Context: an optimization exercise on an open-source flow, tuned for small area and a short achievable clock period. The choices shown serve that exercise and are no tape-out recipe. At most, simulation tests tie the RTL to the original design; equivalence was not proved. Power is estimated from default activity; no workload was simulated.

==> flow/design.v <==
`timescale 1ns / 1ps
    module counterFromZeroToLimit #
    (
        parameter integer C_WIDTH = 12,
        parameter integer C_SLOW = 0
    )
    (
        output reg oSync,                       
        output reg oAct,                        
        output wire oSyncNext,
        output wire oActNext,
        output wire [C_WIDTH - 1 : 0] oAddr,    
        output reg oZero,                       
        input wire [C_WIDTH - 1 : 0] iLenSync,
        input wire [C_WIDTH - 1 : 0] iLenBack,
        input wire [C_WIDTH - 1 : 0] iLenAct,
        input wire [C_WIDTH - 1 : 0] iLenFront,
        input wire iAddrEn,
        input wire iClk,
        input wire iRst,
        input wire iEn
    );
    reg front;
    wire back = ~(oSync | oAct | front);
    reg [C_WIDTH - 1 : 0] count;
    wire countEnd = (count == {{(C_WIDTH - 1){1'b1}}, 1'b0});
    wire last;
    wire step = iEn && last;
    assign oSyncNext = step ? front : oSync;
    assign oActNext = step ? back : oAct;
    wire selSync = front || !iRst;
    wire [C_WIDTH - 1 : 0] countLoad;
    always @(posedge iClk) begin
        if (step || !iRst) begin
            count <= countLoad;
        end else begin
            count <= count + iEn;
        end
    end
    generate
        if (C_SLOW) begin : gSlow
            assign countLoad = back ? {C_WIDTH{1'b0}} :
                               ~(({C_WIDTH{oSync && iRst}} & iLenBack) | ({C_WIDTH{oAct}} & iLenFront) |
                                 ({C_WIDTH{selSync}} & iLenSync));
            reg lastReg;
            always @(posedge iClk) begin
                lastReg <= oAct ? (count + 1'b1 == iLenAct) : countEnd;
            end
            assign last = lastReg;
            assign oAddr = count;
        end else begin : gFast
            assign countLoad = ~(({C_WIDTH{oSync && iRst}} & iLenBack) | ({C_WIDTH{back}} & iLenAct) |
                                 ({C_WIDTH{oAct}} & iLenFront) | ({C_WIDTH{selSync}} & iLenSync));
            assign last = countEnd;
            reg [C_WIDTH - 1 : 0] addr;
            always @(posedge iClk) begin
                if (!iRst || (iEn && !(oAct && !last && iAddrEn))) begin
                    addr <= 0;
                end else begin
                    addr <= addr + iEn;
                end
            end
            assign oAddr = addr;
        end
    endgenerate
    always @(posedge iClk or negedge iRst) begin
        if (!iRst) begin
            oSync <= 1'b1;
            oAct <= 1'b0;
            front <= 1'b0;
            oZero <= 1'b1;
        end else if (iEn) begin
            oZero <= last && front;
            if (last) begin
                oSync <= front;
                oAct <= back;
                front <= oAct;
            end
        end
    end
    endmodule
`timescale 1ns / 1ps
    module lcdTimCtrlCore #
    (
        parameter integer C_HOR_WIDTH = 12,
        parameter integer C_VER_WIDTH = 12
    )
    (
        output reg oHSynch,
        output reg oVSynch,
        output reg oEnVideo,
        output wire [C_HOR_WIDTH - 1 : 0] oHAddr,
        output wire [C_VER_WIDTH - 1 : 0] oVAddr,
        input wire [C_HOR_WIDTH - 1 : 0] iHWidth,
        input wire [C_HOR_WIDTH - 1 : 0] iHBackPorch,
        input wire [C_HOR_WIDTH - 1 : 0] iHFrontPorch,
        input wire [C_HOR_WIDTH - 1 : 0] iHResolution,
        input wire iHPolarity,
        input wire [C_VER_WIDTH - 1 : 0] iVWidth,
        input wire [C_VER_WIDTH - 1 : 0] iVBackPorch,
        input wire [C_VER_WIDTH - 1 : 0] iVFrontPorch,
        input wire [C_VER_WIDTH - 1 : 0] iVResolution,
        input wire iVPolarity,
        input wire iEnVideoPolarity,
        input wire iClkPixel,
        input wire iRst,
        input wire iEn
    );
    wire hSync, hAct, hSyncNext, hActNext, hZero;
    wire vSync, vAct, vSyncNext, vActNext, vZero;
    wire [C_VER_WIDTH - 1 : 0] vCount;
    wire vEnabler = iEn && hZero;
    counterFromZeroToLimit #
        (
            .C_WIDTH(C_HOR_WIDTH)
        )HorizontalCounter(
            .oSync(hSync),
            .oAct(hAct),
            .oSyncNext(hSyncNext),
            .oActNext(hActNext),
            .oAddr(oHAddr),
            .oZero(hZero),
            .iLenSync(iHWidth),
            .iLenBack(iHBackPorch),
            .iLenAct(iHResolution),
            .iLenFront(iHFrontPorch),
            .iAddrEn(vAct),
            .iClk(iClkPixel),
            .iRst(iRst),
            .iEn(iEn)
        );
    counterFromZeroToLimit #
        (
            .C_WIDTH(C_VER_WIDTH),
            .C_SLOW(1)
        )VerticalCounter(
            .oSync(vSync),
            .oAct(vAct),
            .oSyncNext(vSyncNext),
            .oActNext(vActNext),
            .oAddr(vCount),
            .oZero(vZero),
            .iLenSync(iVWidth),
            .iLenBack(iVBackPorch),
            .iLenAct(iVResolution),
            .iLenFront(iVFrontPorch),
            .iAddrEn(1'b1),
            .iClk(iClkPixel),
            .iRst(iRst),
            .iEn(vEnabler)
        );
    reg vActOut;
    always @(posedge iClkPixel) begin
        vActOut <= vActNext && iRst;
    end
    assign oVAddr = vCount & {C_VER_WIDTH{vActOut}};
    always @(posedge iClkPixel) begin
        oHSynch <= (hSyncNext || !iRst) ? iHPolarity : ~iHPolarity;
        oVSynch <= (vSyncNext || !iRst) ? iVPolarity : ~iVPolarity;
        oEnVideo <= (hActNext && vActNext && iRst) ? iEnVideoPolarity : ~iEnVideoPolarity;
    end
    endmodule
export LEC_CHECK = 0
export CAP_MARGIN = 20
export CORE_MARGIN = 2
export CORE_UTILIZATION = 40
export SLEW_MARGIN = 20
export TNS_END_PERCENT = 0
create_clock -name core_clock -period 11.0 [get_ports {iClkPixel}]
standard.sh (not shown) runs the stock make flow with config.mk's settings and CLKGATE_MAP_FILE= SYNTH_SCRIPT=/design/flow/synth_recipe.tcl, a recipe that flattens the netlist after the stock synthesis.
==> flow/flow/run.sh <==
#!/bin/bash
# Own flow: the standard layout (standard.sh) with these changes:
#  - the port buffers are small buffers (buf_1) instead of the default delay cells;
#  - the timing repair aims for more setup slack than the clock needs;
#  - clock tree synthesis inserts no dummy loads.
# Each ORFS step writes its full log under orfs/logs/.
export BUFFER_PORTS_ARGS="-buffer_cell sky130_fd_sc_hd__buf_1"
export SETUP_SLACK_MARGIN=7.8
export CTS_ARGS="-sink_clustering_enable -repair_clock_nets -dont_use_dummy_load"
bash standard.sh > standard.log 2>&1
Change:
--- a/flow/design.v
+++ b/flow/design.v
@@ -147,15 +147,11 @@
             .iAddrEn(1'b1),
             .iClk(iClkPixel),
             .iRst(iRst),
             .iEn(vEnabler)
         );
-    reg vActOut;
-    always @(posedge iClkPixel) begin
-        vActOut <= vActNext && iRst;
-    end
-    assign oVAddr = vCount & {C_VER_WIDTH{vActOut}};
+    assign oVAddr = vCount & {C_VER_WIDTH{vAct}};
     always @(posedge iClkPixel) begin
         oHSynch <= (hSyncNext || !iRst) ? iHPolarity : ~iHPolarity;
         oVSynch <= (vSyncNext || !iRst) ? iVPolarity : ~iVPolarity;
         oEnVideo <= (hActNext && vActNext && iRst) ? iEnVideoPolarity : ~iEnVideoPolarity;
     end
What happened: The new run went through all stages and came out clean. Combinational power decreases by 26%. Area after synthesis decreases by 2.5%. Critical path depth is unchanged. Cell count decreases by 1.0%. Core utilization increases by 0.23 points. Cell area decreases by 1.1%. Hold slack improved by 0.0053 ns. Routed wire length increases by 1.3%. Synthesized cell count decreases by 2.7%. Power decreases by 8.8%. Clock-buffer cell count stays the same. Maximum frequency decreases by 3.1%. Clock power barely changes.
Function not checked in the second run of this note: the RTL went through the layout flow alone.

## static timing again, ports no longer ideal
In the flow no input, the clock included, has a driving cell. The finished layouts below were timed again as built, in two steps. Step 1 assumes that a clkbuf_16 drives the clock port and a buf_2 every other input. Step 2 moves the port delays by t, midway between the first and last clock arrival at a register: inputs arrive t later, outputs are due t later. That takes back most of the time a late clock gives input paths. Slacks: ideal ports / drivers / drivers and shift; pairs: ideal ports / drivers.
run | shift t [ns] | setup slack, ns | worst setup path after step 2
the first run | 0.316 | 7.764 / 7.736 / 7.471 | input to register
the second run | 0.314 | 7.659 / 7.631 / 7.363 | input to register
After both steps every run listed still meets setup and hold. For the second run, which loses most, drivers alone change the setup slack by -0.028 ns; drivers and shift together by -0.296 ns.
